This design comes from an exercise in tuning for small area and a short achievable clock period on the open sky130 flow, not from production work. Function was checked by simulation only, so behaviour that the tests miss may differ from the original.

==> run X: inputs <==
// apb_mux_top
module apb_mux_top #(
    parameter NUM_APB_MASTERS = 16,
    parameter APB_ADDR_WIDTH  = 32,
    parameter APB_DATA_WIDTH  = 32,
    parameter APB_STRB_WIDTH  = APB_DATA_WIDTH/4
)(
    input                       PRESETn,
    input                       PCLK,
    input      [NUM_APB_MASTERS-1:0]                  PSEL_s,
    input      [NUM_APB_MASTERS*APB_ADDR_WIDTH-1:0]   PADDR_s,
    input      [NUM_APB_MASTERS-1:0]                  PWRITE_s,
    input      [NUM_APB_MASTERS*APB_DATA_WIDTH-1:0]   PWDATA_s,
    input      [NUM_APB_MASTERS-1:0]                  PENABLE_s,
    input      [NUM_APB_MASTERS*APB_STRB_WIDTH-1:0]   PSTRB_s,
    input      [NUM_APB_MASTERS*3-1:0]                PPROT_s,
    output reg [NUM_APB_MASTERS*APB_DATA_WIDTH-1:0]   PRDATA_s,
    output reg [NUM_APB_MASTERS-1:0]                  PREADY_s,
    output reg [NUM_APB_MASTERS-1:0]                  PSLVERR_s,
    output reg                      PSEL_m,
    output reg [APB_ADDR_WIDTH-1:0] PADDR_m,
    output reg                      PWRITE_m,
    output reg [APB_DATA_WIDTH-1:0] PWDATA_m,
    output reg                      PENABLE_m,
    output reg [APB_STRB_WIDTH-1:0] PSTRB_m,
    output reg [2:0]                PPROT_m,
    input      [APB_DATA_WIDTH-1:0] PRDATA_m,
    input                           PREADY_m,
    input                           PSLVERR_m
);
    localparam N  = NUM_APB_MASTERS;
    localparam PW = $clog2(N);
  ...
==> module apb_mux_top, before the edit <==
module apb_mux_top #(
    parameter NUM_APB_MASTERS = 16,
    parameter APB_ADDR_WIDTH  = 32,
    parameter APB_DATA_WIDTH  = 32,
    parameter APB_STRB_WIDTH  = APB_DATA_WIDTH/4
)(
    input                       PRESETn,
    input                       PCLK,
    input      [NUM_APB_MASTERS-1:0]                  PSEL_s,
    input      [NUM_APB_MASTERS*APB_ADDR_WIDTH-1:0]   PADDR_s,
    input      [NUM_APB_MASTERS-1:0]                  PWRITE_s,
    input      [NUM_APB_MASTERS*APB_DATA_WIDTH-1:0]   PWDATA_s,
    input      [NUM_APB_MASTERS-1:0]                  PENABLE_s,
    input      [NUM_APB_MASTERS*APB_STRB_WIDTH-1:0]   PSTRB_s,
    input      [NUM_APB_MASTERS*3-1:0]                PPROT_s,
    output reg [NUM_APB_MASTERS*APB_DATA_WIDTH-1:0]   PRDATA_s,
    output reg [NUM_APB_MASTERS-1:0]                  PREADY_s,
    output reg [NUM_APB_MASTERS-1:0]                  PSLVERR_s,
    output reg                      PSEL_m,
    output reg [APB_ADDR_WIDTH-1:0] PADDR_m,
    output reg                      PWRITE_m,
    output reg [APB_DATA_WIDTH-1:0] PWDATA_m,
    output reg                      PENABLE_m,
    output reg [APB_STRB_WIDTH-1:0] PSTRB_m,
    output reg [2:0]                PPROT_m,
    input      [APB_DATA_WIDTH-1:0] PRDATA_m,
    input                           PREADY_m,
    input                           PSLVERR_m
);
    localparam N  = NUM_APB_MASTERS;
    localparam PW = $clog2(N);
    localparam BW = 1 + APB_ADDR_WIDTH + 1 + APB_DATA_WIDTH + APB_STRB_WIDTH + 3 + 1;
    logic [PW-1:0] ptr;
    logic          busy, acc;
    logic [N-1:0]  sel, asel;
    logic [N-1:0]   mask, hi;
    logic [2*N-1:0] cat, pre;
    logic [N-1:0]   gnt, nxt;
    logic           any;
    always_comb begin
        for (int i = 0; i < N; i++)
            mask[i] = (i >= ptr);
        hi  = PSEL_s & mask;
        cat = {PSEL_s, hi};
        pre[0] = 1'b0;
        for (int i = 1; i < 2*N; i++)
            pre[i] = pre[i-1] | cat[i-1];
        for (int i = 0; i < N; i++)
            gnt[i] = (cat[i] & ~pre[i]) | (cat[N+i] & ~pre[N+i]);
        any = |PSEL_s;
        nxt = {gnt[N-2:0], gnt[N-1]};
    end
    logic [PW-1:0] ptr_n;
    always_comb begin
        ptr_n = '0;
        for (int i = 0; i < N; i++)
            if (nxt[i]) ptr_n = ptr_n | i[PW-1:0];
    end
    always_ff @(posedge PCLK or negedge PRESETn) begin
        if (!PRESETn)
            ptr <= '0;
        else if (any)
            ptr <= ptr_n;
    end
    wire done = acc & PREADY_m;
    always_ff @(posedge PCLK or negedge PRESETn) begin
        if (!PRESETn) begin
            busy <= 1'b0;
            acc  <= 1'b0;
            sel  <= '0;
            asel <= '0;
        end else begin
            if (!busy) begin
                busy <= any;
                sel  <= gnt;
            end else if (!acc) begin
                acc  <= 1'b1;
                asel <= sel;
            end else if (PREADY_m) begin
                busy <= 1'b0;
                acc  <= 1'b0;
                sel  <= '0;
                asel <= '0;
            end
        end
    end
    logic [BW-1:0] bundle [N];
    logic [BW-1:0] req_m;
    always_comb begin
        for (int i = 0; i < N; i++)
            bundle[i] = {PSEL_s[i],
                         PADDR_s[i*APB_ADDR_WIDTH +: APB_ADDR_WIDTH],
                         PWRITE_s[i],
                         PWDATA_s[i*APB_DATA_WIDTH +: APB_DATA_WIDTH],
                         PSTRB_s[i*APB_STRB_WIDTH +: APB_STRB_WIDTH],
                         PPROT_s[i*3 +: 3],
                         PENABLE_s[i]};
        req_m = '0;
        for (int i = 0; i < N; i++)
            req_m = req_m | (bundle[i] & {{(BW-1){sel[i]}}, asel[i]});
        {PSEL_m, PADDR_m, PWRITE_m, PWDATA_m, PSTRB_m, PPROT_m, PENABLE_m} = req_m;
    end
    always_comb begin
        for (int i = 0; i < N; i++) begin
            PRDATA_s[i*APB_DATA_WIDTH +: APB_DATA_WIDTH] = PRDATA_m & {APB_DATA_WIDTH{asel[i]}};
            PREADY_s[i]  = PREADY_m  & asel[i];
            PSLVERR_s[i] = PSLVERR_m & asel[i];
        end
    end
endmodule
export LEC_CHECK = 0
export CAP_MARGIN = 20
export CORE_AREA = 10 10 390 390
export DIE_AREA = 0 0 400 400
export SETUP_SLACK_MARGIN = 3.2
export SLEW_MARGIN = 20
create_clock -name core_clock -period 7.0 [get_ports {PCLK}]
standard.sh (not shown) runs the stock make flow with config.mk's settings and CLKGATE_MAP_FILE= SYNTH_SCRIPT=/design/flow/synth_recipe.tcl, a recipe that flattens the netlist after the stock synthesis.
==> flow/flow/run.sh <==
#!/bin/bash
# Standard ORFS layout with three changes:
#  - plain buf_1 cells as the input/output port buffers,
#  - I/O pins packed one routing track apart so the die can be small,
#  - I/O pins grouped per multiplexed bit (flow/pins.tcl, from gen/pins.py),
#    so each bit's mux/demux sits beside its own pins; the clock pin
#    is placed apart from the rest.
set -euo pipefail
export BUFFER_PORTS_ARGS="-buffer_cell sky130_fd_sc_hd__buf_1"
export PLACE_PINS_ARGS="-min_distance 1 -min_distance_in_tracks -exclude left:195-205"
export PRE_IO_PLACEMENT_TCL="$PWD/flow/pins.tcl"
bash standard.sh finish > standard_flow.log 2>&1
Other scripts of this flow, unchanged in this note and not shown: flow/flow/pins.tcl
==> run A: changes against run X <==
--- a/flow/design.v
+++ b/flow/design.v
@@ -14,14 +14,14 @@
     input      [NUM_APB_MASTERS*APB_STRB_WIDTH-1:0]   PSTRB_s,
     input      [NUM_APB_MASTERS*3-1:0]                PPROT_s,
-    output reg [NUM_APB_MASTERS*APB_DATA_WIDTH-1:0]   PRDATA_s,
-    output reg [NUM_APB_MASTERS-1:0]                  PREADY_s,
-    output reg [NUM_APB_MASTERS-1:0]                  PSLVERR_s,
-    output reg                      PSEL_m,
-    output reg [APB_ADDR_WIDTH-1:0] PADDR_m,
-    output reg                      PWRITE_m,
-    output reg [APB_DATA_WIDTH-1:0] PWDATA_m,
-    output reg                      PENABLE_m,
-    output reg [APB_STRB_WIDTH-1:0] PSTRB_m,
-    output reg [2:0]                PPROT_m,
+    output [NUM_APB_MASTERS*APB_DATA_WIDTH-1:0]   PRDATA_s,
+    output [NUM_APB_MASTERS-1:0]                  PREADY_s,
+    output [NUM_APB_MASTERS-1:0]                  PSLVERR_s,
+    output                      PSEL_m,
+    output [APB_ADDR_WIDTH-1:0] PADDR_m,
+    output                      PWRITE_m,
+    output [APB_DATA_WIDTH-1:0] PWDATA_m,
+    output                      PENABLE_m,
+    output [APB_STRB_WIDTH-1:0] PSTRB_m,
+    output [2:0]                PPROT_m,
     input      [APB_DATA_WIDTH-1:0] PRDATA_m,
     input                           PREADY_m,
@@ -33,5 +33,5 @@
     logic [PW-1:0] ptr;
     logic          busy, acc;
-    logic [N-1:0]  sel, asel;
+    logic [N-1:0]  sel;
     logic [N-1:0]   mask, hi;
     logic [2*N-1:0] cat, pre;
@@ -69,5 +69,4 @@
             acc  <= 1'b0;
             sel  <= '0;
-            asel <= '0;
         end else begin
             if (!busy) begin
@@ -76,17 +75,18 @@
             end else if (!acc) begin
                 acc  <= 1'b1;
-                asel <= sel;
             end else if (PREADY_m) begin
                 busy <= 1'b0;
                 acc  <= 1'b0;
                 sel  <= '0;
-                asel <= '0;
             end
         end
     end
     logic [BW-1:0] bundle [N];
-    logic [BW-1:0] req_m;
+    logic [BW-1:0] bsel   [N];
+    logic [BW-1:0] t0, t1, t2, t3, t4, t5, u, req_m;
+    logic [N-1:0]  asel;     
+    assign asel = sel & {N{acc}};
     always_comb begin
-        for (int i = 0; i < N; i++)
+        for (int i = 0; i < N; i++) begin
             bundle[i] = {PSEL_s[i],
                          PADDR_s[i*APB_ADDR_WIDTH +: APB_ADDR_WIDTH],
@@ -96,15 +96,57 @@
                          PPROT_s[i*3 +: 3],
                          PENABLE_s[i]};
-        req_m = '0;
-        for (int i = 0; i < N; i++)
-            req_m = req_m | (bundle[i] & {{(BW-1){sel[i]}}, asel[i]});
-        {PSEL_m, PADDR_m, PWRITE_m, PWDATA_m, PSTRB_m, PPROT_m, PENABLE_m} = req_m;
-    end
-    always_comb begin
-        for (int i = 0; i < N; i++) begin
-            PRDATA_s[i*APB_DATA_WIDTH +: APB_DATA_WIDTH] = PRDATA_m & {APB_DATA_WIDTH{asel[i]}};
-            PREADY_s[i]  = PREADY_m  & asel[i];
-            PSLVERR_s[i] = PSLVERR_m & asel[i];
+            bsel[i]   = {{(BW-1){sel[i]}}, asel[i]};
         end
     end
+    apb_mux_aoi222 #(BW) m0 (.a0(bundle[0]),  .s0(bsel[0]),  .a1(bundle[1]),  .s1(bsel[1]),  .a2(bundle[2]),  .s2(bsel[2]),  .y(t0));
+    apb_mux_aoi222 #(BW) m1 (.a0(bundle[3]),  .s0(bsel[3]),  .a1(bundle[4]),  .s1(bsel[4]),  .a2(bundle[5]),  .s2(bsel[5]),  .y(t1));
+    apb_mux_aoi222 #(BW) m2 (.a0(bundle[6]),  .s0(bsel[6]),  .a1(bundle[7]),  .s1(bsel[7]),  .a2(bundle[8]),  .s2(bsel[8]),  .y(t2));
+    apb_mux_aoi222 #(BW) m3 (.a0(bundle[9]),  .s0(bsel[9]),  .a1(bundle[10]), .s1(bsel[10]), .a2(bundle[11]), .s2(bsel[11]), .y(t3));
+    apb_mux_aoi222 #(BW) m4 (.a0(bundle[12]), .s0(bsel[12]), .a1(bundle[13]), .s1(bsel[13]), .a2(bundle[14]), .s2(bsel[14]), .y(t4));
+    apb_mux_nand2  #(BW) m5 (.a(bundle[15]), .b(bsel[15]), .y(t5));
+    apb_mux_and3   #(BW) m6 (.a(t0), .b(t1), .c(t2), .y(u));
+    apb_mux_nand4  #(BW) m7 (.a(u), .b(t3), .c(t4), .d(t5), .y(req_m));
+    assign {PSEL_m, PADDR_m, PWRITE_m, PWDATA_m, PSTRB_m, PPROT_m, PENABLE_m} = req_m;
+    localparam RW = APB_DATA_WIDTH + 2;
+    logic [RW-1:0] rsp_n;
+    logic [N-1:0]  asel_n;
+    logic [RW-1:0] rsp_s [N];
+    assign rsp_n  = ~{PRDATA_m, PREADY_m, PSLVERR_m};
+    assign asel_n = ~asel;
+    generate
+        for (genvar i = 0; i < N; i++) begin : g_rsp
+            apb_mux_nor2 #(RW) d (.a(rsp_n), .b({RW{asel_n[i]}}), .y(rsp_s[i]));
+            assign {PRDATA_s[i*APB_DATA_WIDTH +: APB_DATA_WIDTH], PREADY_s[i], PSLVERR_s[i]} = rsp_s[i];
+        end
+    endgenerate
 endmodule
+module apb_mux_aoi222 #(parameter W = 1) (
+    input  [W-1:0] a0, s0, a1, s1, a2, s2,
+    output [W-1:0] y
+);
+    assign y = ~((a0 & s0) | (a1 & s1) | (a2 & s2));
+endmodule
+module apb_mux_nand2 #(parameter W = 1) (
+    input  [W-1:0] a, b,
+    output [W-1:0] y
+);
+    assign y = ~(a & b);
+endmodule
+module apb_mux_and3 #(parameter W = 1) (
+    input  [W-1:0] a, b, c,
+    output [W-1:0] y
+);
+    assign y = a & b & c;
+endmodule
+module apb_mux_nand4 #(parameter W = 1) (
+    input  [W-1:0] a, b, c, d,
+    output [W-1:0] y
+);
+    assign y = ~(a & b & c & d);
+endmodule
+module apb_mux_nor2 #(parameter W = 1) (
+    input  [W-1:0] a, b,
+    output [W-1:0] y
+);
+    assign y = ~(a | b);
+endmodule
--- a/flow/config.mk
+++ b/flow/config.mk
@@ -11,2 +11,3 @@
 export SETUP_SLACK_MARGIN = 3.2
 export SLEW_MARGIN = 20
+export SYNTH_HIERARCHICAL = 1
==> qor summary <==
	run A	run X
Final Instance Area	19550 µm²	21800 µm²
NonClk Buf Share	39.86%	35.80%
Global-route total usage across every layer	13.12%	12.88%
Average footprint of a synthesized cell	6.359 µm²	7.213 µm²
Total number of vias	24315	25228
Wire length per cell after detailed routing	23.20 µm	23.21 µm
Filler Cells Inserted	16800	16436
Met3 routed wirelength	16890 µm	16460 µm
Total setup buffers inserted after CTS	13	3
Status	timing/DRC/antenna clean	timing/DRC/antenna clean
Flip-flop and latch share of the layout cell area	3.142%	4.637%
Multi-input gates	1327	1418
Number of sinks on the clock net	22	38

-- static timing again, ports no longer ideal --
The results above use ideal ports. As a check the final layouts listed here were re-extracted and re-timed, cells and wires unchanged.
Step 1, drivers: a clkbuf_16 drives PCLK and a buf_2 each remaining input, both assumed.
Step 2 times the ports against the registers' clock, not the clock port: input delays grow and output delays shrink by t, the midpoint of the rising clock arrivals with the driver on.
a / b / c = no drivers / after step 1 / after step 2; a / b = the first two.
run	t (ns)	setup slack, ns	worst register clock-pin slew, ns
run X	0.352	3.247 / 3.184 / 3.129	0.06 / 0.06
run A	0.313	3.115 / 3.058 / 3.112	0.06 / 0.06
After both steps every run listed still meets setup and hold. For run X, which loses most, drivers alone change the setup slack by -0.063 ns; drivers and shift together by -0.118 ns.
